Background: an optimization exercise with open tools, aiming at small area. Do not read the settings as production practice. Function was checked by simulation only, so behaviour that the tests miss may differ from the original. Power and IR drop assume default switching activity.

<file path="flow/run.sh">
#!/bin/bash
# synth_recipe.tcl (not shown) runs the flow's synth.tcl, then flattens the netlist and writes it again
# the make line also repeats each setting of config.mk as NAME=value (left out here)
make -C /OpenROAD-flow-scripts/flow DESIGN_CONFIG=/design/flow/config.mk WORK_HOME=/design/flow/orfs CLKGATE_MAP_FILE= SYNTH_SCRIPT=/design/flow/synth_recipe.tcl finish
</file>
<file path="flow/design.v">
`timescale 1ns/10ps
module decoder(out,
               in);
  parameter no_vc=13;
  parameter floorplusone_log2_no_vc=4;
  output reg [(no_vc-1):0] out;
  input [(floorplusone_log2_no_vc-1):0] in;
  integer i;
 always@*
  begin
   out={no_vc{1'b0}};
   for(i=0;i<=(no_vc-1);i=i+1)
    begin
     if(i==in) out[i]=1'b1;
    end
  end
endmodule
`timescale 1ns/10ps
module counter_on_ones(out,
                       hold,
                       in,
                       rs,
                       clk);
parameter no_vc=13;
output [(no_vc-1):0] out;
output [(no_vc-1):0] hold;
input [(no_vc-1):0] in;
input rs,clk;
reg [no_vc-1:0] count;
wire allcount_zero,all_zero;
wire [no_vc-1:0] input_bypass,count_input;
wire [no_vc-1:0] tmp;
genvar i;
assign allcount_zero=~(|((tmp|{{(no_vc-1){1'b0}},count[0]})&count));
assign input_bypass={no_vc{allcount_zero}}|(tmp&{{(no_vc-1){1'b1}},1'b0});
assign count_input=input_bypass&in;
assign tmp[0]=0;
assign tmp[1]=count[0];
assign all_zero=~|count;
assign out=(all_zero?in:count&(~tmp));
assign hold={no_vc{all_zero}}|(count&(~tmp));
generate for (i=2;i<no_vc;i=i+1) begin:tmp_loop
          assign tmp[i]= tmp[i-1]|count[i-1];
         end
endgenerate     
always@(posedge clk)
begin
  if(rs) count<=0;
  else count<=count_input;
end
endmodule
`timescale 1ns/10ps
module rcvc_arbiter(rc_ens,
                    rc_holds,
                    vc_ens,
                    handshakes,
                    rc_dones,
                    vc_dones,
                    rs,
                    clk);
 parameter no_vc=12;
 output [(no_vc-1):0] rc_ens;
 output [(no_vc-1):0] rc_holds;
 output [(no_vc-1):0] vc_ens;
 input [(no_vc-1):0] handshakes,rc_dones,vc_dones;
 input rs,clk;
 wire [no_vc:0] tmp_vc_ens,tmp_rc_ens,tmp_rc_holds,unused_vc_holds;
 wire [(no_vc-1):0] rc_needs,vc_needs;
 reg [(no_vc-1):0] tmp_rc_needs,tmp_vc_needs;
 assign rc_ens= tmp_rc_ens[no_vc:1];
 assign rc_holds= tmp_rc_holds[no_vc:1];
 assign vc_ens= tmp_vc_ens[no_vc:1];
 assign rc_needs= tmp_rc_needs|handshakes;
 assign vc_needs= tmp_vc_needs|rc_dones;
 defparam rcvc_arbiter_counter_on_ones_rc_needs.no_vc=no_vc+1;
 counter_on_ones rcvc_arbiter_counter_on_ones_rc_needs(tmp_rc_ens,tmp_rc_holds,{rc_needs,1'b0},rs,clk);
 defparam rcvc_arbiter_counter_on_ones_vc_needs.no_vc=no_vc+1;
 counter_on_ones rcvc_arbiter_counter_on_ones_vc_needs(tmp_vc_ens,unused_vc_holds,{vc_needs,1'b0},rs,clk);
 always@(posedge clk)
  begin
   if(rs)
    begin
     tmp_rc_needs<=0;
     tmp_vc_needs<=0;
    end
   else
    begin
     tmp_rc_needs<=(rc_needs|handshakes)&~rc_dones;
     tmp_vc_needs<=(vc_needs|rc_dones)&~vc_dones;
    end
 end
endmodule
`timescale 1ns/10ps
module phit_rec(outdata,
                valid,
                indata,
                new_f,
                en,
                rs,
                clk);
 parameter flit_size=1;                 
 parameter floorplusone_log2_flit_size=1;
 parameter phit_size=16;                
 output [(flit_size*phit_size)-1:0] outdata;
 output valid;
 input [(phit_size-1):0] indata;
 input new_f,en,rs,clk;
 reg [(floorplusone_log2_flit_size-1):0] pointer;
 reg [(phit_size-1):0] tmp_outdata [(flit_size-2):0];
 reg [(floorplusone_log2_flit_size-1):0] j;
 genvar i;
 assign outdata[(flit_size*phit_size)-1:(flit_size-1)*phit_size]=indata;
 generate for (i=0;i<flit_size-1;i=i+1) begin:outdata_loop
   assign outdata[((i+1)*phit_size)-1:(i*phit_size)]=tmp_outdata[i];
  end
 endgenerate
 assign valid= en & new_f & (pointer==flit_size-1);
 always@(posedge clk)
  begin
    if(rs) 
     begin
      pointer<=0;
      for(j=0;j<flit_size-1;j=j+1) tmp_outdata[j]<=0;
     end
    else
     begin
      if(en&new_f)
       begin
        if(pointer<flit_size-1)
         begin
          tmp_outdata[pointer]<=indata;
          pointer<=pointer+1;
         end
        else if(pointer==flit_size-1)
         begin
          pointer<=0;
         end
       end
     end
  end
endmodule
`timescale 1ns/10ps
module routing_computation(outport_vec,
                           allow_vcs,
                           rc_valid,
                           header,
                           rc_req,
                           busies,
                           my_addr,
                           node_links_directions,
                           have_fork_port,
                           have_express_port,
                           clk);
parameter each_cluster_dimension=2;
parameter cluster_topology=0;  
parameter cluster_first_dimension_up_bound=1;
parameter cluster_second_dimension_up_bound=1;
parameter cluster_third_dimension_up_bound=1;
parameter no_clusters=5;
parameter cluster_first_dimension_no_addr_bits=1;
parameter cluster_second_dimension_no_addr_bits=1;
parameter cluster_third_dimension_no_addr_bits=1;
parameter no_cluster_no_addr_bits=1;
parameter no_outport=6;
parameter floorplusone_log2_no_outport=2;
parameter no_vc=13;
parameter floorplusone_log2_no_vc=4;
parameter flit_size=1;                 
parameter phit_size=16;                
parameter addr_length=10;
parameter addr_place_in_header=0;      
parameter portid=0;
output [(no_outport-1):0] outport_vec;
output reg [(no_vc-1):0] allow_vcs;
output reg rc_valid;
input [(flit_size*phit_size)-1:0] header;
input rc_req;
input [(no_outport*floorplusone_log2_no_vc)-1:0] busies;
input [(addr_length-1):0] my_addr;
input [31:0] node_links_directions;
input have_fork_port,have_express_port;
input clk;
wire [(floorplusone_log2_no_vc-1):0] busy [(no_outport-1):0];
wire [3:0] links_directions [8:0];
wire [(no_cluster_no_addr_bits-1):0] des_c,cur_c;
wire [(cluster_third_dimension_no_addr_bits-1):0] des_z,cur_z;
wire [(cluster_second_dimension_no_addr_bits-1):0] des_y,cur_y;
wire [(cluster_first_dimension_no_addr_bits-1):0] des_x,cur_x;
reg [(floorplusone_log2_no_outport-1):0] outport;
genvar i;
defparam routing_computation_decoder.no_vc= no_outport;
defparam routing_computation_decoder.floorplusone_log2_no_vc=floorplusone_log2_no_outport;
decoder routing_computation_decoder(outport_vec,outport);
generate
 for(i=0;i<no_outport;i=i+1) begin: busy_loop
  assign busy[i]=busies[((i+1)*floorplusone_log2_no_vc)-1:(i*floorplusone_log2_no_vc)];
 end
endgenerate
assign links_directions[0]=0;
generate
 for(i=0;i<8;i=i+1) begin: links_directions_loop
  assign links_directions[i+1]= node_links_directions[((i+1)*4)-1:(i*4)];
 end
endgenerate
assign des_c=header[(addr_place_in_header+addr_length-1):(addr_place_in_header+addr_length-no_cluster_no_addr_bits)];
assign des_z=header[(addr_place_in_header+cluster_third_dimension_no_addr_bits+cluster_second_dimension_no_addr_bits+cluster_first_dimension_no_addr_bits-1):
                  (addr_place_in_header+cluster_second_dimension_no_addr_bits+cluster_first_dimension_no_addr_bits)];
assign des_y=header[(addr_place_in_header+cluster_second_dimension_no_addr_bits+cluster_first_dimension_no_addr_bits-1):
                                                        (addr_place_in_header+cluster_first_dimension_no_addr_bits)];
assign des_x=header[(addr_place_in_header+cluster_first_dimension_no_addr_bits-1):addr_place_in_header];
assign cur_c=my_addr[(addr_length-1):(addr_length-no_cluster_no_addr_bits)];
assign cur_z=my_addr[(cluster_third_dimension_no_addr_bits+cluster_second_dimension_no_addr_bits+cluster_first_dimension_no_addr_bits-1):
                                       (cluster_second_dimension_no_addr_bits+cluster_first_dimension_no_addr_bits)];
assign cur_y=my_addr[(cluster_second_dimension_no_addr_bits+cluster_first_dimension_no_addr_bits-1):
                                                                               cluster_first_dimension_no_addr_bits];
assign cur_x=my_addr[(cluster_first_dimension_no_addr_bits-1):0]; 
always@(posedge clk)
 begin
  if(rc_req)
   begin
    allow_vcs<={no_vc{1'b1}};
    rc_valid<=1;
    rc_valid<=1;
    if(des_x<cur_x) outport<=links_directions[2];
    else if(des_x>cur_x) outport<=links_directions[1];
    else if((des_x==cur_x) && (des_y<cur_y)) outport<=links_directions[4];
    else if((des_x==cur_x) && (des_y>cur_y)) outport<=links_directions[3];
    else if((des_x==cur_x) && (des_y==cur_y) && (des_z<cur_z)) outport<=links_directions[6];
    else if((des_x==cur_x) && (des_y==cur_y) && (des_z>cur_z)) outport<=links_directions[5];                                                                                         
    else outport<=links_directions[0]; 
   end
  else rc_valid<=0;
 end
endmodule
`timescale 1ns/10ps
module state(output [1:0] state,
             output reset,
             input hand_shake_done,rc_done,vc_done,all_done,vc_en,rs,clk);
reg [1:0] tmp_state;
assign reset= all_done || rs;
assign state[1]= tmp_state[1]?(tmp_state[0]?~all_done:1'b1):(tmp_state[0]?rc_done:1'b0);
assign state[0]= tmp_state[1]?(tmp_state[0]?~all_done:vc_done):(tmp_state[0]?~rc_done:hand_shake_done);
always@(posedge clk)
 begin
  if(rs) tmp_state<=0;
  else if(tmp_state==0 && hand_shake_done) tmp_state<=1;
  else if(tmp_state==1 && rc_done) tmp_state<=2;
  else if(tmp_state==2 && vc_done) tmp_state<=3;
  else if(tmp_state==3 && all_done) tmp_state<=0;    
 end
endmodule
`timescale 1ns/10ps
module inport_in_interface_leftside(outdata,
                                    new_f,
                                    head,
                                    tail,
                                    outport_vec,
                                    allow_vcs,
                                    header,
                                    rc_req,
                                    handshake,
                                    in_new_to_buf,
                                    valid,rc_done,
                                    full,
                                    indata,
                                    rc_valid,
                                    outport_vec_from_rc,
                                    allow_vcs_from_rc,
                                    state,
                                    insent_req,
                                    in_new,
                                    data_en,
                                    rc_en,
                                    rc_hold,
                                    reset,
                                    clk);
parameter no_outport=6;
parameter no_vc=13;
parameter flit_size=3;              
parameter floorplusone_log2_flit_size=2;
parameter phit_size=8;              
parameter switching_method=1;          
output reg [(flit_size*phit_size)-1:0] outdata;
output [(no_outport-1):0] outport_vec;
output [(no_vc-1):0] allow_vcs;
output [(flit_size*phit_size)-1:0] header;
output rc_req,rc_done;
output reg new_f,head,tail;
output handshake,in_new_to_buf,valid;
input [(phit_size-1):0] indata;
input [(no_outport-1):0] outport_vec_from_rc;
input [(no_vc-1):0] allow_vcs_from_rc;
input [1:0] state;
input rc_valid,full,insent_req,in_new,data_en,rc_en,rc_hold,reset,clk;
wire [(flit_size*phit_size)-1:0] phit_rec_outdata;
wire valid,phit_rec_en;
reg [(flit_size*phit_size)-1:0] header_reg;
reg head_zeroforce,rc_req_reg,rc_en_reg;
reg [(no_vc-1):0] allow_vcs_reg;
reg [(no_outport-1):0] outport_vec_reg;
defparam inport_in_interface_leftside_phit_rec.flit_size=flit_size;
defparam inport_in_interface_leftside_phit_rec.floorplusone_log2_flit_size=floorplusone_log2_flit_size;
defparam inport_in_interface_leftside_phit_rec.phit_size=phit_size;
phit_rec inport_in_interface_leftside_phit_rec(phit_rec_outdata,valid,indata,in_new,phit_rec_en,reset,clk);
 assign rc_req= rc_en & rc_req_reg;
 assign phit_rec_en= ~full & data_en;
 assign header= {(flit_size*phit_size){rc_en}} & header_reg;
 assign handshake= ~state[1] & ~(rc_hold & rc_req_reg) & insent_req & data_en;
 assign rc_done= rc_en_reg & rc_valid; 
 assign allow_vcs={no_vc{rc_req & rc_valid}}&allow_vcs_from_rc | allow_vcs_reg;
 assign outport_vec= {no_outport{rc_req & rc_valid}}&outport_vec_from_rc | outport_vec_reg;
 assign in_new_to_buf= in_new;
 always@(posedge clk)
  begin
   if(reset)
    begin
     allow_vcs_reg<= 0;
     outport_vec_reg<= 0;
     rc_en_reg<=0;
    end
   else
    begin
     if(rc_en_reg & rc_valid)
      begin
       allow_vcs_reg<= allow_vcs_from_rc;
       outport_vec_reg<= outport_vec_from_rc;
      end
     rc_en_reg<=rc_en;
    end
  end
  reg [(flit_size*phit_size)-1:0] outdata_n,header_reg_n;
 reg new_f_n,head_n,tail_n,head_zeroforce_n,rc_req_reg_n;
 always@*
  begin
   head_zeroforce_n=head_zeroforce;
   header_reg_n=header_reg;
   rc_req_reg_n=rc_req_reg;
   outdata_n=outdata;
   head_n=head;
   tail_n=tail;
   new_f_n=new_f;
   case(state)
     2'b00:
      begin
       if(valid)
        begin
         new_f_n= ~tail_n;
         outdata_n= phit_rec_outdata;
         header_reg_n= ({(flit_size*phit_size){~head_zeroforce_n}} & phit_rec_outdata) |
                                                              ({(flit_size*phit_size){head_zeroforce_n}} & header_reg_n);
         head_n= ~head_zeroforce_n;
         head_zeroforce_n=1;
         rc_req_reg_n= ~rc_done & ~(rc_req_reg_n & rc_valid) & (switching_method!=1);
        end
       else  
        begin
         new_f_n=0;
        end
      end
     2'b01:
      begin
       if(valid)
        begin
         rc_req_reg_n= ~rc_done & ~(rc_req_reg_n & rc_valid) & ((tail_n && switching_method==1)|
                                                            (head_zeroforce_n && switching_method!=1));
         new_f_n= ~tail_n;
         outdata_n= phit_rec_outdata;
         tail_n= ~insent_req|tail_n;
         header_reg_n= ({(flit_size*phit_size){~head_zeroforce_n}} & phit_rec_outdata) |
                                                              ({(flit_size*phit_size){head_zeroforce_n}} & header_reg_n);
         rc_req_reg_n= ~rc_done & ~(rc_req_reg_n & rc_valid) & ((tail_n && switching_method==1)||
                                                            (head_zeroforce_n && switching_method!=1));                                                              
         head_n= ~head_zeroforce_n;
         head_zeroforce_n=1;
        end
       else  
        begin
         rc_req_reg_n= ~rc_done & ~(rc_req_reg_n & rc_valid) & ((tail_n && switching_method==1)||
                                                            (head_zeroforce_n && switching_method!=1));
         new_f_n=0;
        end
      end
     2'b10:
      begin
       if(valid)
        begin
         new_f_n= ~tail_n;
         outdata_n= phit_rec_outdata;
         tail_n= (~full & ~insent_req)|tail_n;
         tail_n= ~insent_req|tail_n;
         header_reg_n= ({(flit_size*phit_size){~head_zeroforce_n}} & phit_rec_outdata) |
                                                              ({(flit_size*phit_size){head_zeroforce_n}} & header_reg_n);
         head_n= ~head_zeroforce_n;
         head_zeroforce_n=1;
         rc_req_reg_n=0;
        end
       else  
        begin
         new_f_n=0;
         rc_req_reg_n=0;
        end 
      end
     2'b11:
      begin
       if(valid)
        begin
         new_f_n= ~tail_n;
         outdata_n= phit_rec_outdata;
         tail_n= (~full & ~insent_req)|tail_n; 
         tail_n= ~insent_req|tail_n;
         head_n= ~head_zeroforce_n;
         head_zeroforce_n=1;
        end
       else  
        begin
         new_f_n=0;
        end 
      end
    endcase
  end
 always@(posedge clk)
  begin
   if(reset)
    begin
     new_f<=0;
     head<=0;
     head_zeroforce<=0;
     tail<=0;
     outdata<=0;
     header_reg<=0;
     rc_req_reg<=0;
    end
   else
    begin
     head_zeroforce<=head_zeroforce_n;
     header_reg<=header_reg_n;
     rc_req_reg<=rc_req_reg_n;
     outdata<=outdata_n;
     head<=head_n;
     tail<=tail_n;
     new_f<=new_f_n;
    end
  end
endmodule
`timescale 1ns/10ps
module inport_in_interface_buf(outdata,
                               pre_full,
                               full,
                               empty,
                               out_head,
                               out_tail,
                               indata,
                               new_f,
                               in_head,
                               in_tail,
                               want,
                               in_new,
                               valid,
                               reset,
                               clk);
parameter flit_size=2;       
parameter phit_size=16;              
parameter buf_size=10;                 
parameter floorplusone_log2_buf_size=4;
output reg [(flit_size*phit_size)-1:0] outdata;
output pre_full;
output reg full;
output reg empty,out_head,out_tail;
input [(flit_size*phit_size)-1:0] indata;
input new_f,in_head,in_tail,want,in_new,valid,reset,clk;
wire [(floorplusone_log2_buf_size-1):0] buf_head_pre,buf_tail_pre;
reg [(flit_size*phit_size)-1:0] buffer [(buf_size-1):0];
reg [1:0] ftype [(buf_size-1):0];       
reg [(floorplusone_log2_buf_size-1):0] buf_head;
reg [(floorplusone_log2_buf_size-1):0] buf_tail,pre_buf_tail_reg;
reg [(floorplusone_log2_buf_size-1):0] i; 
assign buf_head_pre= want?((buf_head<buf_size-1)?buf_head+1:0):buf_head;
assign buf_tail_pre= (in_new&valid)?((pre_buf_tail_reg<buf_size-1)?pre_buf_tail_reg+1:0):pre_buf_tail_reg;
assign pre_full=((((buf_tail_pre+1==buf_head_pre)||(buf_head_pre==0 && buf_tail_pre==buf_size-1))&& ((in_new&valid)&new_f))
                                                    || ((buf_head_pre==buf_tail_pre)&&((in_new&valid)|new_f))) | in_tail;
always@(posedge clk)
 begin
  if(reset)
   begin
    empty<=1;
    full<=0;
    outdata<=0;
    buf_head<=0;
    buf_tail<=0;
    out_head<=0;
    out_tail<=0;
    pre_buf_tail_reg<=0;
    for(i=0;i<buf_size;i=i+1)ftype[i]<=0;
   end
  else if(~reset)
   begin
    if(in_new&valid) pre_buf_tail_reg<=(pre_buf_tail_reg<buf_size-1)?pre_buf_tail_reg+1:0; 
    if(new_f & ~want)
     begin
      buffer[buf_tail]<=indata;
      ftype[buf_tail][0]<=in_head;
      ftype[buf_tail][1]<=in_tail;
      if((((buf_tail+1==buf_head)&&(buf_tail<buf_size-1))||((buf_head==0)&&(buf_tail==buf_size-1))) && new_f) full<=1;
      if(buf_tail<buf_size-1)buf_tail<=buf_tail+1;
      else if (buf_tail==buf_size-1) buf_tail<=0;
      empty<=0;
     end
    else if(~new_f & want)
     begin
      if(~empty)
       begin
        outdata<=buffer[buf_head];    
        out_head<=ftype[buf_head][0];
        out_tail<=ftype[buf_head][1];
        if(((buf_head+1==buf_tail)&&(buf_head<buf_size-1))||((buf_tail==0)&&(buf_head==buf_size-1))) empty<=1;
        if(buf_head<buf_size-1)buf_head<=buf_head+1;
        else if (buf_head==buf_size-1) buf_head<=0;
        full<=0;
       end
     end
    else if(new_f & want)
     begin
      if(~empty & ~full)
       begin  
        outdata<=buffer[buf_head];
        out_head<=ftype[buf_head][0];
        out_tail<=ftype[buf_head][1];     
        buffer[buf_tail]<=indata;
        ftype[buf_tail][0]<=in_head;
        ftype[buf_tail][1]<=in_tail;
        if(buf_head<buf_size-1)buf_head<=buf_head+1;
        else if (buf_head==buf_size-1) buf_head<=0;
        if(buf_tail<buf_size-1)buf_tail<=buf_tail+1;
        else if (buf_tail==buf_size-1) buf_tail<=0;   
       end
      else if(~empty & full)
       begin
        outdata<=buffer[buf_head];
        out_head<=ftype[buf_head][0];
        out_tail<=ftype[buf_head][1];     
        buffer[buf_tail]<=indata; 
        ftype[buf_tail][0]<=in_head;
        ftype[buf_tail][1]<=in_tail; 
        if(buf_head<buf_size-1)buf_head<=buf_head+1;
        else if (buf_head==buf_size-1) buf_head<=0;
        if(buf_tail<buf_size-1)buf_tail<=buf_tail+1;
        else if (buf_tail==buf_size-1) buf_tail<=0;
       end
      else if(empty  & ~full)
       begin
        outdata<=indata;
        out_head<=in_head;
        out_tail<=in_tail;
       end
     end
   end
 end
endmodule
`timescale 1ns/10ps
module inport_in_interface_rightside_counter(out,
                                             inc,
                                             rs_to_end,
                                             rs_to_first,
                                             clk);
parameter flit_size=1;
parameter floorplusone_log2_flit_size=1;
output [(floorplusone_log2_flit_size-1):0] out;
input inc,rs_to_end,rs_to_first,clk;
reg [(floorplusone_log2_flit_size-1):0] out_tmp;
assign out=out_tmp;
always@(posedge clk)
 begin
  if(rs_to_end) out_tmp<=flit_size;
  else if(rs_to_first) out_tmp<=0;
  else if(inc) out_tmp<=out_tmp+1;
 end
endmodule
`timescale 1ns/10ps
module inport_in_interface_rightside(outdata,
                                     sent_req_vec,
                                     new_vec,
                                     want,
                                     all_done,
                                     indata,
                                     ready_vec,
                                     calls,
                                     outport_vec,
                                     state,
                                     head,
                                     tail,
                                     empty,
                                     reset,
                                     clk);
parameter no_outport=6;
parameter floorplusone_log2_no_outport=3;
parameter flit_size=1;                 
parameter floorplusone_log2_flit_size=1;
parameter phit_size=16;                
output [(no_outport*phit_size)-1:0] outdata;
output [(no_outport-1):0] sent_req_vec;
output [(no_outport-1):0] new_vec;
output want;
output reg all_done;
input [(flit_size*phit_size)-1:0] indata;
input [(no_outport-1):0] ready_vec,calls,outport_vec;
input [1:0] state;
input head,tail,empty,reset,clk;
wire all_complete,valid;
wire [(no_outport-1):0] finish,finished,complete,my_ready_vec,tmp_finish;
wire [(floorplusone_log2_flit_size-1):0] counters [(no_outport-1):0];
wire [(floorplusone_log2_flit_size-1):0] remains [(no_outport-1):0];
wire [(phit_size-1):0] indatas [(flit_size-1):0];
wire [(phit_size-1):0] outdatas [(no_outport-1):0];
reg tmp_valid,sent_req_time;
reg [(no_outport-1):0] my_ready_vec_reg;
genvar i;
generate for(i=0;i<no_outport;i=i+1) begin:counters_loop
  inport_in_interface_rightside_counter #(flit_size,
                                          floorplusone_log2_flit_size)
  inport_in_interface_rightside_counter(counters[i],
                                        (my_ready_vec[i]&~finished[i]&valid),
                                        reset,
                                        want,
                                        clk);
 end
endgenerate
generate for(i=0;i<no_outport;i=i+1) begin:remains_loop
  assign remains[i]=flit_size-counters[i];
 end
endgenerate
generate for(i=0;i<no_outport;i=i+1) begin:finished_loop
  assign finished[i]=((~|remains[i])&outport_vec[i])|~outport_vec[i];
 end
endgenerate
generate if(flit_size>1) begin:tmp_finish_if_outloop
 for(i=0;i<no_outport;i=i+1) begin:tmp_finish_if_inloop
   assign tmp_finish[i]=~|remains[i][(floorplusone_log2_flit_size-1):1];
  end
 end
         else begin:tmp_finish_else_outloop
 for(i=0;i<no_outport;i=i+1) begin:tmp_finish_else_inloop
   assign tmp_finish[i]=1'b1;
  end
 end
endgenerate
generate for(i=0;i<no_outport;i=i+1) begin:finish_loop
  assign finish[i]=(remains[i][0]&tmp_finish[i])&(outport_vec[i]&my_ready_vec_reg[i]);
 end
endgenerate
generate for(i=0;i<no_outport;i=i+1) begin:complete_loop
  assign complete[i]=finish[i]|finished[i];
 end
endgenerate
generate for(i=0;i<no_outport;i=i+1) begin:outdata_loop
  assign outdata[((i+1)*phit_size)-1:(i*phit_size)]=outdatas[i];
 end
endgenerate
generate for(i=0;i<flit_size;i=i+1) begin:indatas_loop
  assign indatas[i]=indata[((i+1)*phit_size)-1:(i*phit_size)];
 end
endgenerate
generate for(i=0;i<no_outport;i=i+1) begin:outdatas_loop
  assign  outdatas[i]={phit_size{my_ready_vec_reg[i]}} & {phit_size{valid}} & {phit_size{~finished[i]}} & indatas[counters[i]];
 end
endgenerate
assign all_complete= &complete;
assign my_ready_vec= ready_vec&calls;
assign want= all_complete&~empty&|my_ready_vec;
assign sent_req_vec= {no_outport{(sent_req_time)}} & outport_vec & ~({no_outport{tail}}&(finish|finished)) & ~{no_outport{all_done}};
assign valid= (tmp_valid|want) & ~&finished;
assign new_vec= my_ready_vec_reg & {no_outport{valid}}&~finished;
always@(posedge clk)
 begin
  if(reset)
   begin
    tmp_valid<=0;
    all_done<=0;
    my_ready_vec_reg<=0;
    sent_req_time<=0;
   end
  else if (state==2'b11)
   begin
    my_ready_vec_reg<=my_ready_vec;
    all_done<= all_complete&tail;
    sent_req_time<= (|my_ready_vec) | sent_req_time;
    if(want) tmp_valid<=1;
   end
 end
endmodule
`timescale 1ns/10ps
`timescale 1ns/10ps
module inport_in_interface_updater(invc_req,
                                   out_vec,
                                   out_allow_vcs,
                                   vc_done,
                                   state,
                                   outport_vec,
                                   allow_vcs,
                                   ok_vec,
                                   en,
                                   reset,
                                   clk);
parameter no_outport=6;
parameter no_vc=13;
parameter floorplusone_log2_no_vc=4;
parameter vc_no=1;
output reg [(floorplusone_log2_no_vc-1):0] invc_req;
output reg [(no_outport-1):0] out_vec;
output reg [(no_vc-1):0] out_allow_vcs;
output vc_done;
input [1:0] state;
input [(no_outport-1):0] outport_vec;
input [(no_vc-1):0] allow_vcs;
input [(no_outport-1):0] ok_vec;
input en,reset,clk;
reg after_update_flag,en_reg;
reg internal_state;
reg [(no_outport-1):0] tmp_outport_vec;
wire [(no_outport-1):0] tmp_outport_vec_sig;
assign tmp_outport_vec_sig= outport_vec ^ ok_vec;
assign vc_done= en_reg & state[1] & ~|tmp_outport_vec_sig;
always@(posedge clk)
begin
  if(reset)
   begin
    internal_state<=0;
    after_update_flag<=0;
    invc_req<=0;
    out_vec<=0;
    out_allow_vcs<=0;
   end
  else if(~reset)
   begin
    if(state==2'b10 && en==1 && internal_state==0)
     begin
      invc_req<=vc_no;
      out_vec<=outport_vec;
      out_allow_vcs<=allow_vcs;
      tmp_outport_vec<=outport_vec;
      internal_state<=1;
      after_update_flag<=1;
     end
    else if(state==2'b10 && en==0 && internal_state==1)
     begin
      if (after_update_flag)
       begin
        if(|tmp_outport_vec_sig)
         begin 
          out_vec<=0;
          invc_req<=0;
          tmp_outport_vec<=tmp_outport_vec_sig;
          after_update_flag<=0;
          out_allow_vcs<=0;
         end
        if(~|tmp_outport_vec_sig)
         begin
          out_vec<=0;
          invc_req<=0;
          tmp_outport_vec<=tmp_outport_vec_sig;
          after_update_flag<=0;
          out_allow_vcs<=0;
         end
       end
      else if(~after_update_flag)
       begin
        out_vec<=0;
        invc_req<=0;
        out_allow_vcs<=0;
       end
     end
    else if(state==2'b10 && en==1 && internal_state==1)
     begin
      if(after_update_flag)
       begin
        if(|tmp_outport_vec_sig)
         begin 
          tmp_outport_vec<=tmp_outport_vec_sig;
          out_vec<=tmp_outport_vec_sig;
          invc_req<=vc_no;
          out_allow_vcs<=allow_vcs;
          after_update_flag<=1;
         end
        if(~|tmp_outport_vec_sig)
         begin
          tmp_outport_vec<=tmp_outport_vec_sig;
          out_vec<=0;
          invc_req<=0;
          out_allow_vcs<=0;
          after_update_flag<=0;
         end
       end
      if(~after_update_flag)
       begin
        if(|tmp_outport_vec_sig)
         begin
          out_vec<=tmp_outport_vec;
          invc_req<=vc_no;
          out_allow_vcs<=allow_vcs;
          after_update_flag<=1;
         end
        if(~|tmp_outport_vec_sig)
         begin
          out_vec<=0;
          invc_req<=0;
          out_allow_vcs<=0;
          after_update_flag<=0;
         end             
       end 
     end
    else
     begin
      out_allow_vcs<=0;
      invc_req<=0;
      out_vec<=0;
      out_allow_vcs<=0;
     end
   end
end
always @(posedge clk) en_reg<=en;
endmodule
`timescale 1ns/10ps
module inport_in_interface(outdatas,
                           out_sent_req_vec,
                           out_new_vec,
                           invc_req,
                           allowed_vcs,
                           out_vec_update,
                           header,
                           pre_full,
                           full,
                           rc_req,
                           handshake_done,
                           rc_done,
                           vc_done,
                           indata,
                           in_new,
                           insent_req,
                           calls,
                           ready_vec,
                           ok_vec,
                           outport_vec_from_rc,
                           allowed_vcs_from_rc,
                           rc_valid,
                           data_en,
                           rc_en,
                           rc_hold,
                           vc_en,
                           rs,
                           clk);
parameter no_outport=6;
parameter floorplusone_log2_no_outport=3;
parameter no_vc=13;
parameter floorplusone_log2_no_vc=4;
parameter flit_size=1;                
parameter floorplusone_log2_flit_size=1;
parameter phit_size=16;               
parameter buf_size=4;                 
parameter floorplusone_log2_buf_size=4;
parameter switching_method=1;         
parameter addr_length=10;             
parameter vc_no=3;      
output [(no_outport*phit_size)-1:0] outdatas;
output [(no_outport-1):0]out_sent_req_vec,out_new_vec;
output [(floorplusone_log2_no_vc-1):0] invc_req;
output [(no_vc-1):0] allowed_vcs;
output [(no_outport-1):0] out_vec_update;
output [(flit_size*phit_size)-1:0] header;
output pre_full,full;
output rc_req,handshake_done,rc_done,vc_done;
input [(phit_size)-1:0]indata;
input in_new,insent_req;
input [(no_outport-1):0] calls,ready_vec,ok_vec,outport_vec_from_rc;
input [(no_vc-1):0] allowed_vcs_from_rc;
input rc_valid,data_en,rc_en,rc_hold,vc_en,rs,clk;
wire [(flit_size*phit_size)-1:0] data_from_left_to_buf,data_from_buf_to_right;
wire [(no_outport-1):0] outport_vec_from_left;
wire [(no_vc-1):0] allowed_vcs_from_left;
wire [1:0] state;
wire reset,all_done,empty,head_from_left_to_buf,valid,
     head_from_buf_to_right,tail_from_left_to_buf,tail_from_buf_to_right,want,new_from_left,in_new_from_left_to_buf;
state inport_in_interface_state(state,
                                reset,
                                handshake_done,
                                rc_done,
                                vc_done,
                                all_done,
                                vc_en,
                                rs,
                                clk);
defparam inport_in_interface_leftside.no_outport=no_outport;
defparam inport_in_interface_leftside.no_vc=no_vc;
defparam inport_in_interface_leftside.flit_size=flit_size;              
defparam inport_in_interface_leftside.floorplusone_log2_flit_size=floorplusone_log2_flit_size;
defparam inport_in_interface_leftside.phit_size=phit_size;              
defparam inport_in_interface_leftside.switching_method=switching_method;
inport_in_interface_leftside inport_in_interface_leftside(data_from_left_to_buf,
                                                          new_from_left,
                                                          head_from_left_to_buf,
                                                          tail_from_left_to_buf,
                                                          outport_vec_from_left,
                                                          allowed_vcs_from_left,
                                                          header,
                                                          rc_req,
                                                          handshake_done,
                                                          in_new_from_left_to_buf,
                                                          valid,
                                                          rc_done,
                                                          full,
                                                          indata,
                                                          rc_valid,
                                                          outport_vec_from_rc,
                                                          allowed_vcs_from_rc,
                                                          state,
                                                          insent_req,
                                                          in_new,
                                                          data_en,
                                                          rc_en,
                                                          rc_hold,
                                                          reset,
                                                          clk);
defparam inport_in_interface_buf.flit_size=flit_size;       
defparam inport_in_interface_buf.phit_size=phit_size;              
defparam inport_in_interface_buf.buf_size=buf_size;                 
defparam inport_in_interface_buf.floorplusone_log2_buf_size=floorplusone_log2_buf_size;  
inport_in_interface_buf inport_in_interface_buf(data_from_buf_to_right,
                                                pre_full,
                                                full,
                                                empty,
                                                head_from_buf_to_right,
                                                tail_from_buf_to_right,
                                                data_from_left_to_buf,
                                                new_from_left,
                                                head_from_left_to_buf,
                                                tail_from_left_to_buf,
                                                want,
                                                in_new_from_left_to_buf,
                                                valid,
                                                reset,
                                                clk);
defparam inport_in_interface_rightside.no_outport=no_outport;
defparam inport_in_interface_rightside.floorplusone_log2_no_outport=floorplusone_log2_no_outport;
defparam inport_in_interface_rightside.flit_size=flit_size;
defparam inport_in_interface_rightside.floorplusone_log2_flit_size=floorplusone_log2_flit_size;
defparam inport_in_interface_rightside.phit_size=phit_size;
inport_in_interface_rightside inport_in_interface_rightside(outdatas,
                                                            out_sent_req_vec,
                                                            out_new_vec,
                                                            want,
                                                            all_done,
                                                            data_from_buf_to_right,
                                                            ready_vec,
                                                            calls,
                                                            outport_vec_from_left,
                                                            state,
                                                            head_from_buf_to_right,
                                                            tail_from_buf_to_right,
                                                            empty,
                                                            reset,
                                                            clk);
defparam inport_in_interface_updater.no_outport=no_outport;
defparam inport_in_interface_updater.no_vc=no_vc;
defparam inport_in_interface_updater.floorplusone_log2_no_vc=floorplusone_log2_no_vc;
defparam inport_in_interface_updater.vc_no=vc_no;
inport_in_interface_updater inport_in_interface_updater(invc_req,
                                                        out_vec_update,
                                                        allowed_vcs,
                                                        vc_done,
                                                        state,
                                                        outport_vec_from_left,
                                                        allowed_vcs_from_left,
                                                        ok_vec,
                                                        vc_en,
                                                        reset,
                                                        clk);
endmodule
`timescale 1ns/10ps
module inport_out_interface(call_invc,
                            ok_vec,
                            ready_vec,
                            outdata,
                            out_update,
                            invc_req_no_to_out,
                            in_allowed_vcs,
                            new_f,
                            sent_req,
                            ok,
                            ready,
                            invc_req_no_from_in,
                            out_allowed_vcs,
                            outdatas,
                            news,
                            sent_reqs,
                            in_update,
                            invc_no_from_outport,
                            en,
                            clk);
parameter no_outport=6;
parameter no_vc=13;
parameter floorplusone_log2_no_vc=4;
parameter phit_size=16;
parameter iden_no=0;  
parameter [(no_outport-1):0] iden_vec=2**iden_no;
output [(no_vc-1):0] call_invc;
output [(no_outport-1):0] ok_vec,ready_vec;
output [(phit_size-1):0] outdata;
output out_update;
output [(floorplusone_log2_no_vc-1):0] invc_req_no_to_out;
output [(no_vc-1):0] out_allowed_vcs;
output new_f,sent_req;
input ok;
input ready;
input [(floorplusone_log2_no_vc-1):0] invc_req_no_from_in;
input [(no_vc-1):0] in_allowed_vcs;
input [(no_vc-1):0] news;
input [(no_vc*phit_size)-1:0] outdatas;
input [(no_vc-1):0] sent_reqs;
input in_update;
input [(floorplusone_log2_no_vc)-1:0] invc_no_from_outport;
input en,clk;
wire [(no_vc-1):0] tmp_call_invc;
wire [(phit_size-1):0] out_datas [(no_vc-1):0];
wire [(floorplusone_log2_no_vc-1):0] in_vc_reqs [(no_vc-1):0];
wire [(no_vc-1):0] tmp_invc_req_no [(floorplusone_log2_no_vc-1):0];
reg en_reg;
reg [(floorplusone_log2_no_vc)-1:0] invc_no_from_outport_reg;
genvar i,j,k,l,m;
generate for(i=0;i<no_vc;i=i+1) begin: out_datas_loop
  assign out_datas[i]=outdatas[((i+1)*phit_size)-1:(i*phit_size)];
end
endgenerate
defparam inport_out_interface_decoder.no_vc=no_vc;
defparam inport_out_interface_decoder.floorplusone_log2_no_vc=floorplusone_log2_no_vc;
decoder inport_out_interface_decoder(tmp_call_invc,
                                     invc_no_from_outport);
assign call_invc={no_vc{en}}&tmp_call_invc;
assign ok_vec={no_outport{ok}}&iden_vec;
assign ready_vec=en?{no_outport{ready}}&iden_vec:0;
assign out_update= in_update;
assign out_allowed_vcs= in_allowed_vcs;
assign invc_req_no_to_out= invc_req_no_from_in;
assign outdata= {phit_size{en_reg}} & out_datas[invc_no_from_outport_reg];
assign new_f= en_reg & news[invc_no_from_outport_reg];
assign sent_req= en_reg & sent_reqs[invc_no_from_outport_reg];
always@(posedge clk)
 begin
  en_reg<=en;
  invc_no_from_outport_reg<=invc_no_from_outport;
 end
endmodule
`timescale 1ns/10ps
`timescale 1ns/10ps
module inport(outdatas,
              out_new_vec,
              outsent_req_vec,
              allow_vcs_vec,
              update_vec,
              invc_req_nos,
              ready,
              indata,
              in_new,
              insent_req,
              invc_no,
              active_vecs,
              ready_vec_from_outports,
              ok_vec_from_outports,
              invc_nos_from_outports,
              busies,
              my_addr,
              node_links_directions,
              have_fork_port,
              have_express_port,
              rs,
              clk);
parameter each_cluster_dimension=2;
parameter cluster_topology=0;  
parameter cluster_first_dimension_up_bound=7;
parameter cluster_second_dimension_up_bound=6;
parameter cluster_third_dimension_up_bound=0;
parameter no_clusters=1;
parameter cluster_first_dimension_no_addr_bits=3;
parameter cluster_second_dimension_no_addr_bits=3;
parameter cluster_third_dimension_no_addr_bits=1;
parameter no_cluster_no_addr_bits=1;
parameter no_outport=5;
parameter floorplusone_log2_no_outport=3;
parameter no_vc=4;
parameter floorplusone_log2_no_vc=3;
parameter flit_size=1;                
parameter floorplusone_log2_flit_size=1;
parameter phit_size=32;               
parameter buf_size=1;                 
parameter floorplusone_log2_buf_size=1;
parameter switching_method=3;         
parameter addr_length=8;             
parameter addr_place_in_header=0;
parameter portid=0;
output [(no_outport*phit_size)-1:0] outdatas;
output [(no_outport-1):0] out_new_vec,outsent_req_vec;
output [(no_outport*no_vc)-1:0] allow_vcs_vec;
output [(no_outport-1):0] update_vec;
output [(no_outport*floorplusone_log2_no_vc)-1:0] invc_req_nos;
output ready;
input [(phit_size-1):0] indata;
input in_new,insent_req;
input [(floorplusone_log2_no_vc-1):0] invc_no;
input [(no_outport-1):0] active_vecs;
input [(no_outport-1):0] ready_vec_from_outports;
input [(no_outport-1):0] ok_vec_from_outports;
input [(no_outport*floorplusone_log2_no_vc)-1:0] invc_nos_from_outports;
input [(no_outport*floorplusone_log2_no_vc)-1:0] busies;
input [(addr_length-1):0] my_addr;
input [31:0] node_links_directions;
input have_fork_port,have_express_port;
input rs,clk;
wire [(no_outport-1):0] ok_vec_from_out_interfaces [(no_outport-1):0];
wire [(no_outport-1):0] tmp_ok_vec_from_out_interfaces [(no_outport-1):0];
wire [(no_outport-1):0] all_ok_vec_to_in_interface;
wire [(no_outport-1):0] ready_vec_from_out_interfaces [(no_outport-1):0];
wire [(no_outport-1):0] tmp_ready_vec_from_out_interfaces [(no_outport-1):0];
wire [(no_outport-1):0] all_ready_vec_to_in_interface;
wire [(no_vc-1):0] handshakes_to_arbiter,rc_dones_to_arbiter,vc_dones_to_arbiter;
wire [(no_vc-1):0] data_en_from_decoder,rc_ens_from_arbiter,vc_ens_from_arbiter,rc_holds_from_arbiter;
wire [(no_vc-1):0] calls_from_out_interface [(no_outport-1):0];
wire [(no_outport-1):0] calls_to_in_interface [(no_vc-1):0];
wire [(no_vc-1):0] news_to_out_interfaces [(no_outport-1):0];
wire [(no_outport-1):0] news_from_in_interfaces [(no_vc-1):0];
wire [(no_vc-1):0] sent_reqs_to_out_interfaces [(no_outport-1):0];
wire [(no_outport-1):0] sent_reqs_from_in_interfaces [(no_vc-1):0];
wire [(floorplusone_log2_no_vc-1):0] invc_req_no_from_in [(no_outport-1):0];
wire all_rc_req,rc_valid_from_rc;
wire [(no_vc-1):0] rc_req_vec;
wire [(no_outport-1):0] outport_vec_from_rc;
wire [(no_vc-1):0] allowed_vcs_from_rc;
wire [(flit_size*phit_size)-1:0] header_from_in_vec [(no_vc-1):0];
wire [(no_vc-1):0] tmp_header_from_in_vec [(flit_size*phit_size)-1:0];
wire [(flit_size*phit_size)-1:0] all_header;
wire [(no_vc-1):0] allowed_vcs [(no_vc-1):0];
wire [(no_vc-1):0] tmp_allowed_vcs [(no_vc-1):0];
wire [(no_vc-1):0] all_allowed_vc;
wire [(floorplusone_log2_no_vc-1):0] invc_reqs [(no_vc-1):0];
wire [(no_vc-1):0] tmp_invc_reqs [(floorplusone_log2_no_vc-1):0];
wire [(floorplusone_log2_no_vc-1):0] all_invc_req;
wire [(no_outport-1):0] outvec_updates [(no_vc-1):0];
wire [(no_vc-1):0] tmp_outvec_updates [(no_outport-1):0];
wire [(no_outport-1):0] all_outvec_update;
wire [(no_outport*phit_size)-1:0] middle_outdatas_from_in [(no_vc-1):0];
wire [(no_vc*phit_size)-1:0] middle_outdatas_to_out_interface [(no_outport-1):0];
wire [(no_vc-1):0] pre_full_vec,full_vec;
reg [(floorplusone_log2_no_vc-1):0] invc_no_reg;
reg [(no_vc-1):0] data_en_from_decoder_reg,data_en_from_decoder_reg_inst;
genvar i,j;
generate for(i=0;i<no_outport;i=i+1) begin: middle_outdatas_to_out_interface_outloop
  for(j=0;j<no_vc;j=j+1) begin: middle_outdatas_to_out_interface_inloop
  assign middle_outdatas_to_out_interface[i][((j+1)*phit_size)-1:(j*phit_size)]=
                                                        middle_outdatas_from_in[j][((i+1)*phit_size)-1:(i*phit_size)];
       end
    end
endgenerate
generate for(i=0;i<no_vc;i=i+1) begin: tmp_allowed_vcs_outloop
            for(j=0;j<no_vc;j=j+1) begin: tmp_allowed_vcs_inloop
               assign tmp_allowed_vcs[i][j]= allowed_vcs[j][i];
            end
         end
endgenerate
generate for(i=0;i<no_vc;i=i+1) begin: all_allowed_vc_loop
            assign all_allowed_vc[i]=|tmp_allowed_vcs[i];
         end  
endgenerate
generate for(i=0;i<floorplusone_log2_no_vc;i=i+1) begin: tmp_invc_reqs_outloop
            for(j=0;j<no_vc;j=j+1) begin: tmp_invc_reqs_inloop
               assign tmp_invc_reqs[i][j]= invc_reqs[j][i];
            end
         end
endgenerate
generate for(i=0;i<floorplusone_log2_no_vc;i=i+1) begin: all_invc_req_loop
            assign all_invc_req[i]=|tmp_invc_reqs[i];
         end  
endgenerate
generate for(i=0;i<no_outport;i=i+1) begin: tmp_outvec_updates_outloop
            for(j=0;j<no_vc;j=j+1) begin: tmp_outvec_updates_inloop
               assign tmp_outvec_updates[i][j]= outvec_updates[j][i];
            end
         end
endgenerate
generate for(i=0;i<no_outport;i=i+1) begin: all_outvec_update_loop
            assign all_outvec_update[i]=|tmp_outvec_updates[i];
         end  
endgenerate
generate for(i=0;i<(flit_size*phit_size);i=i+1) begin: tmp_header_from_in_vec_outloop
            for(j=0;j<no_vc;j=j+1) begin: tmp_header_from_in_vec_inloop
               assign tmp_header_from_in_vec[i][j]= header_from_in_vec[j][i];
            end
         end
endgenerate
generate for(i=0;i<(flit_size*phit_size);i=i+1) begin: all_header_loop
            assign all_header[i]=|tmp_header_from_in_vec[i];
         end  
endgenerate
generate for(i=0;i<no_outport;i=i+1) begin: invc_req_no_from_in_loop
            assign invc_req_no_from_in[i]=
                   invc_nos_from_outports[((i+1)*floorplusone_log2_no_vc)-1:(i*floorplusone_log2_no_vc)];
         end  
endgenerate
generate for(i=0;i<no_vc;i=i+1) begin: calls_to_in_interface_outloop
            for(j=0;j<no_outport;j=j+1) begin: calls_to_in_interface_inloop
               assign calls_to_in_interface[i][j]= calls_from_out_interface[j][i];
            end
         end
endgenerate
generate for(i=0;i<no_outport;i=i+1) begin: sent_reqs_to_out_interfaces_outloop
            for(j=0;j<no_vc;j=j+1) begin: sent_reqs_to_out_interfaces_inloop
               assign sent_reqs_to_out_interfaces[i][j]= sent_reqs_from_in_interfaces[j][i];
            end
         end
endgenerate
generate for(i=0;i<no_outport;i=i+1) begin: news_to_out_interfaces_outloop
            for(j=0;j<no_vc;j=j+1) begin: news_to_out_interfaces_inloop
               assign news_to_out_interfaces[i][j]= news_from_in_interfaces[j][i];
            end
         end
endgenerate
generate for(i=0;i<no_outport;i=i+1) begin: tmp_ok_vec_from_out_interfaces_outloop
            for(j=0;j<no_outport;j=j+1) begin: tmp_ok_vec_from_out_interfaces_inloop
               assign tmp_ok_vec_from_out_interfaces[i][j]= ok_vec_from_out_interfaces[j][i];
            end
         end
endgenerate
generate for(i=0;i<no_outport;i=i+1) begin: all_ok_vec_to_in_interface_loop
            assign all_ok_vec_to_in_interface[i]=|tmp_ok_vec_from_out_interfaces[i];
         end  
endgenerate
generate for(i=0;i<no_outport;i=i+1) begin: tmp_ready_vec_from_out_interfaces_outloop
            for(j=0;j<no_outport;j=j+1) begin: tmp_ready_vec_from_out_interfaces_inloop
               assign tmp_ready_vec_from_out_interfaces[i][j]= ready_vec_from_out_interfaces[j][i];
            end
         end
endgenerate
generate for(i=0;i<no_outport;i=i+1) begin: all_ready_vec_to_in_interface_loop
            assign all_ready_vec_to_in_interface[i]=|tmp_ready_vec_from_out_interfaces[i];
         end  
endgenerate
defparam rcvc_arbiter.no_vc=no_vc;
rcvc_arbiter rcvc_arbiter(rc_ens_from_arbiter,rc_holds_from_arbiter,vc_ens_from_arbiter,handshakes_to_arbiter,rc_dones_to_arbiter,
                                                                                 vc_dones_to_arbiter,rs,clk);
defparam decoder.no_vc=no_vc;
defparam decoder.floorplusone_log2_no_vc=floorplusone_log2_no_vc;
decoder decoder(data_en_from_decoder,invc_no);
defparam routing_computation.each_cluster_dimension=each_cluster_dimension;
defparam routing_computation.cluster_topology=cluster_topology;
defparam routing_computation.cluster_first_dimension_up_bound=cluster_first_dimension_up_bound;
defparam routing_computation.cluster_second_dimension_up_bound=cluster_second_dimension_up_bound;
defparam routing_computation.cluster_third_dimension_up_bound=cluster_third_dimension_up_bound;
defparam routing_computation.no_clusters=no_clusters;
defparam routing_computation.cluster_first_dimension_no_addr_bits=cluster_first_dimension_no_addr_bits;
defparam routing_computation.cluster_second_dimension_no_addr_bits=cluster_second_dimension_no_addr_bits;
defparam routing_computation.cluster_third_dimension_no_addr_bits=cluster_third_dimension_no_addr_bits;
defparam routing_computation.no_cluster_no_addr_bits=no_cluster_no_addr_bits;
defparam routing_computation.no_outport=no_outport;
defparam routing_computation.floorplusone_log2_no_outport=floorplusone_log2_no_outport;
defparam routing_computation.no_vc=no_vc;
defparam routing_computation.floorplusone_log2_no_vc=floorplusone_log2_no_vc;
defparam routing_computation.flit_size=flit_size;
defparam routing_computation.phit_size=phit_size;
defparam routing_computation.addr_length=addr_length;
defparam routing_computation.addr_place_in_header=addr_place_in_header;
defparam routing_computation.portid=portid;
routing_computation routing_computation(outport_vec_from_rc,
                                        allowed_vcs_from_rc,
                                        rc_valid_from_rc,
                                        all_header,
                                        all_rc_req,
                                        busies,
                                        my_addr,
                                        node_links_directions,
                                        have_fork_port,
                                        have_express_port,
                                        clk);
generate for(i=0;i<no_vc;i=i+1) begin: inport_in_interface_loop
 inport_in_interface #(no_outport,
                       floorplusone_log2_no_outport,
                       no_vc,
                       floorplusone_log2_no_vc,
                       flit_size,
                       floorplusone_log2_flit_size,
                       phit_size,
                       buf_size,
                       floorplusone_log2_buf_size,
                       switching_method,
                       addr_length,
                       i)
 inport_in_interface  (middle_outdatas_from_in[i],
                       sent_reqs_from_in_interfaces[i],
                       news_from_in_interfaces[i],
                       invc_reqs[i],
                       allowed_vcs[i],
                       outvec_updates[i],
                       header_from_in_vec[i],
                       pre_full_vec[i],
                       full_vec[i],
                       rc_req_vec[i],
                       handshakes_to_arbiter[i],
                       rc_dones_to_arbiter[i],
                       vc_dones_to_arbiter[i],
                       indata,
                       in_new,
                       insent_req,
                       calls_to_in_interface[i],
                       all_ready_vec_to_in_interface,
                       all_ok_vec_to_in_interface,
                       outport_vec_from_rc,
                       allowed_vcs_from_rc,
                       rc_valid_from_rc,
                       data_en_from_decoder_reg_inst[i],
                       rc_ens_from_arbiter[i],
                       rc_holds_from_arbiter[i],
                       vc_ens_from_arbiter[i],
                       rs,
                       clk);
      end
endgenerate
generate for(i=0;i<no_outport;i=i+1) begin: inport_out_interface_loop
 inport_out_interface #(no_outport,
                        no_vc,
                        floorplusone_log2_no_vc,
                        phit_size,
                        i)
 inport_out_interface  (calls_from_out_interface[i],
                        ok_vec_from_out_interfaces[i],
                        ready_vec_from_out_interfaces[i],
                        outdatas[((i+1)*phit_size)-1:(i*phit_size)],
                        update_vec[i],
                        invc_req_nos[((i+1)*floorplusone_log2_no_vc)-1:(i*floorplusone_log2_no_vc)],
                        all_allowed_vc,
                        out_new_vec[i],outsent_req_vec[i],
                        ok_vec_from_outports[i],
                        ready_vec_from_outports[i],
                        all_invc_req,
                        allow_vcs_vec[((i+1)*no_vc)-1:(i*no_vc)],
                        middle_outdatas_to_out_interface[i],
                        news_to_out_interfaces[i],
                        sent_reqs_to_out_interfaces[i],
                        all_outvec_update[i],
                        invc_req_no_from_in[i],
                        active_vecs[i],
                        clk);
       end     
endgenerate 
assign all_rc_req=|rc_req_vec;
assign ready= ~(pre_full_vec[invc_no_reg] | full_vec[invc_no_reg]);
always@(posedge clk)
 begin
  invc_no_reg<=invc_no;
  data_en_from_decoder_reg_inst<=data_en_from_decoder_reg;
  data_en_from_decoder_reg<=data_en_from_decoder;
 end
endmodule
</file>
<file path="flow/constraint.sdc">
create_clock -name core_clock -period 12.0 [get_ports {clk}]
set_input_delay 2.4000 -clock core_clock [delete_from_list [all_inputs] [get_ports {clk}]]
set_output_delay 2.4000 -clock core_clock [all_outputs]
set_load 0.01 [all_outputs]
</file>
<file path="flow/config.mk">
export PLATFORM = sky130hd
export DESIGN_NAME = inport
export DESIGN_NICKNAME = inport
export VERILOG_FILES = /design/flow/design.v
export SDC_FILE = /design/flow/constraint.sdc
export NUM_CORES = 4
export LEC_CHECK = 0
export CAP_MARGIN = 20
export CORE_MARGIN = 2
export CORE_UTILIZATION = 40
export SLEW_MARGIN = 20
</file>
==> run summary <==
- Final instance area: 38,400 µm²
- Vias in the first global route: 29,400
- Worst vdd ir: 0.000108 V
- Die height: 289 µm
- Slew Limit Headroom: 20.7%
- Max-slew violations: 0
- Mean Syn Cell Area: 8.80 µm²
- Top_reg_cell synth: dfxtp_1
- Critical path arrival: 7290 ps
- Crit path max fanout: 16
- Synth Warn #: 21
- Setup violators final: 0
- Post-synthesis mux area share: 6.33%
- I/O pins: 337
- Area grow syn2layout: 18.4%
- FFs w/ async S/R, synth: 0%
- Max Fclk: 103 MHz
- Synth Area in XOR/XNOR: 0.918%
- Post-route total power: 4.98 mW
- Die Width: 289 µm
- Combinational share of power: 7.7%
- Startpoint types: primary input
- Die ar.: 83,400 µm²
- Commonest non-fill, non-tap cell in the layout: nor2_1
- H-tree level count: 3
- CP peak stage delay: 920 ps
- DRT iter0 DRCs: 3,516
- CTS Hold Bufs: 0
- HPWL after DPL: 85.0 mm
- Row Count: 104
- Setup Skew: 26.4 ps
- First-pass GRT wire length: 193 mm
- Fill count: 7,676
- Critical-path top delay cell: a311oi_1
- Largest net degree at the start of global routing: 74
- WL/cell: 27.2 µm
- Most frequent cells in the layout: nor2_1, dfxtp_1, nand2_1
- Slew at the pin closest to its max-slew limit: 1190 ps
- Synth area leaders: dfxtp_1, edfxtp_1, mux2i_1
- Layout Utilization: 47.8%
- Initial antenna violation count: 3
- Total core area: 80,400 µm²
- Final WL: 133 mm
- Seq/Total Area, Yosys: 44.0%
- Largest family of logic cells by synthesized area: compound AO/OA/AOI/OAI gates
- Worst path cell trace: clkdlybuf4s50_1 > nand2_1 > nor4b_1 > nor4_1 > o31ai_4 > and3_1 > a21oi_1 > a311oi_1 > clkdlybuf4s50_1
- Cell accounting for the most synthesized area: dfxtp_1
- Required @ worst endpoint: 9600 ps
- Routed vias: 30,900
- Setup Crit Path Kind: primary input to output port
- Seq pwr share: 45.1%
- Power Density: 130 nW/µm²
- Max Cap Viol: 0
- Min-delay worst type: register to register
- Leak pwr: 12.7 nW
- Vias per cell: 6.32
- Detailed Routing Iterations Pass 1: 8
- Starting Density: 40.3%
- TritonCTS buffer count: 73
- Switching component of the power: 1.20 mW
- Net Sw Frac: 24.1%
- Area post-placement: 35,800 µm²
- Post-route ant nets: 0
- Synthesized-area fraction occupied by adder cells: 1.53%
- Complex-gate fraction of the synthesized area: 21.1%
- Share of cells above drive strength 1: 8.27%
- Postcts setup bufs: 0
- Routability cong.: 0.939
- Fin crit period: 9690 ps
- Grt ovf: 0
- Post-synth EDFFs: 155
- Root Driver: clkbuf_16
- Clk slew on worst S/H paths: 60 ps
- Final hold violations: 0
- Setup TNS: 0 ps
- Synthesized area: 32,400 µm²
- CTS tree: built
- IO buf count: 299
- Syn Inst Count: 3,684
- CTS sink count: 636
- Synth unique cells: 100
- Post-CTS sizing: 0
- Clock Latency Late Sink: 620 ps
- Total track usage: 31.0%
- Most Frequent Cell on Critical Path: clkdlybuf4s50_1
- DRC viols: 0
- Tcrit/Tclk final: 80.7%
- Clock Power Share: 47.3%
- Post-synthesis register bit count: 636
- Area share of and/or/nand/nor cells after synthesis: 19.7%
- Top-area cell type share of the netlist area: 29.7%
- Internal: 3.78 mW
- RSZ-0062 raised after global routing: no
- Crit end category: output port
- Status: complete, no violations
- Clk buf depth: 3
- NumNets Final: 3,937
==> worst paths after layout <==
| check | slack, ps | cells past startpoint | end | start |
|---|---|---|---|---|
| worst max-delay path | 2310 | 9 | outdatas[60] | active_vecs[3] |
| worst min-delay path | 330 | 0 | data_en_from_decoder_reg_inst[0] | data_en_from_decoder_reg[0] |
| worst max register to register | 6290 | 13 | register | routing_computation.outport[1] |
| worst min register to register | 330 | 0 | data_en_from_decoder_reg_inst[0] | data_en_from_decoder_reg[0] |
==> stage by stage <==
step | cells | hold WS (ps) | setup slack [ps]
finish | 4895 | 327 | 2310
global route | 4893 | 344 | 2200
global placement | 4757 | 314 | 2480
detailed placement | 4757 | 314 | 2560
floorplan | 3688 | 310 | 5190
CTS | 4891 | 328 | 2510
==> worst max-delay path, delay by kind of cell <==
family	cells	cell delay [ps]
AO/OA/AOI/OAI	3	1570
buffers and inverters	2	1210
AND/OR/NAND/NOR	4	2090
==> Yosys cell counts (11+ instances only) <==
cell type,instances
buf_6,19
a31oi_1,34
mux2i_1,204
clkbuf_1,228
nor4b_1,11
and2_1,21
nor2b_1,17
ha_1,38
nand3_1,64
a211oi_1,238
a21oi_1,267
a21o_1,11
nand4_1,141
nor4_1,18
a221oi_1,118
nand2_1,430
buf_1,20
a211oi_2,26
or2_2,20
nor2_1,526
buf_2,38
and3_1,13
xnor2_1,27
inv_1,66
nand2b_1,17
buf_4,59
o21ai_0,70
edfxtp_1,155
nor3_1,26
a22oi_1,18
a311oi_1,47
dfxtp_1,481
==> cells by family after synthesis <==
kind of cell | after synthesis
compound gates | 950
fa+ha+maj | 40
simple gates | 1384
flops | 636
buf+inv | 434
xor+xnor | 34
mux | 205
other cells | 1
==> power by group through the flow <==
stage | Sequential (mW) | Combinational (mW) | Clock [mW]
2_1_floorplan | 2.27 | 0.202 | 0
3_3_place_gp | 2.29 | 0.367 | 0
3_5_place_dp | 2.29 | 0.369 | 0
4_1_cts | 2.24 | 0.370 | 2.37
5_1_grt | 2.25 | 0.399 | 2.47
6_report | 2.24 | 0.382 | 2.35
==> layer usage <==
layer	up-vias	wire length, µm	global-route usage [%]
met3	499	14100	6.47
met1	14900	53400	41.3
met4	2	7610	16.2
met2	1885	58000	47.3
met5	-	11	0
li1	13700	-	-
==> final cells by class <==
cell class	count	area [µm²]	share of cell area [%]
tap	1060	1330	3.45
timing repair buffer	376	3590	9.35
multi-input combinational	2618	16400	42.7
antenna	3	7.51	0.0195
sequential	636	14300	37.2
inverter	68	255	0.665
clock buffer	110	2250	5.87
clock inverter	24	302	0.785

==> afterwards: timing with drivers on the ports <==
The results above use ideal ports. As a check the final layout listed here was re-extracted and re-timed, cells and wires unchanged.
Step 1 assumes that a clkbuf_16 drives the clock port and a buf_2 every other input.
Step 2 times the ports against the registers' clock, not the clock port: input delays grow and output delays shrink by t, the midpoint of the rising clock arrivals with the driver on.
Slacks: ideal / step 1 / step 2; pairs: ideal / step 1.
shift t [ns]: 0.674
setup slack, ns: 2.310 / 2.282 / 2.282
hold slack, ns: 0.327 / 0.327 / 0.327
clock arrival spread, ns: 0.028 / 0.028
worst register clock-pin slew, ns: 0.07 / 0.07
After both steps this run still meets setup and hold. The setup slack of this run moves by -0.028 ns with the drivers and by -0.028 ns with both steps.
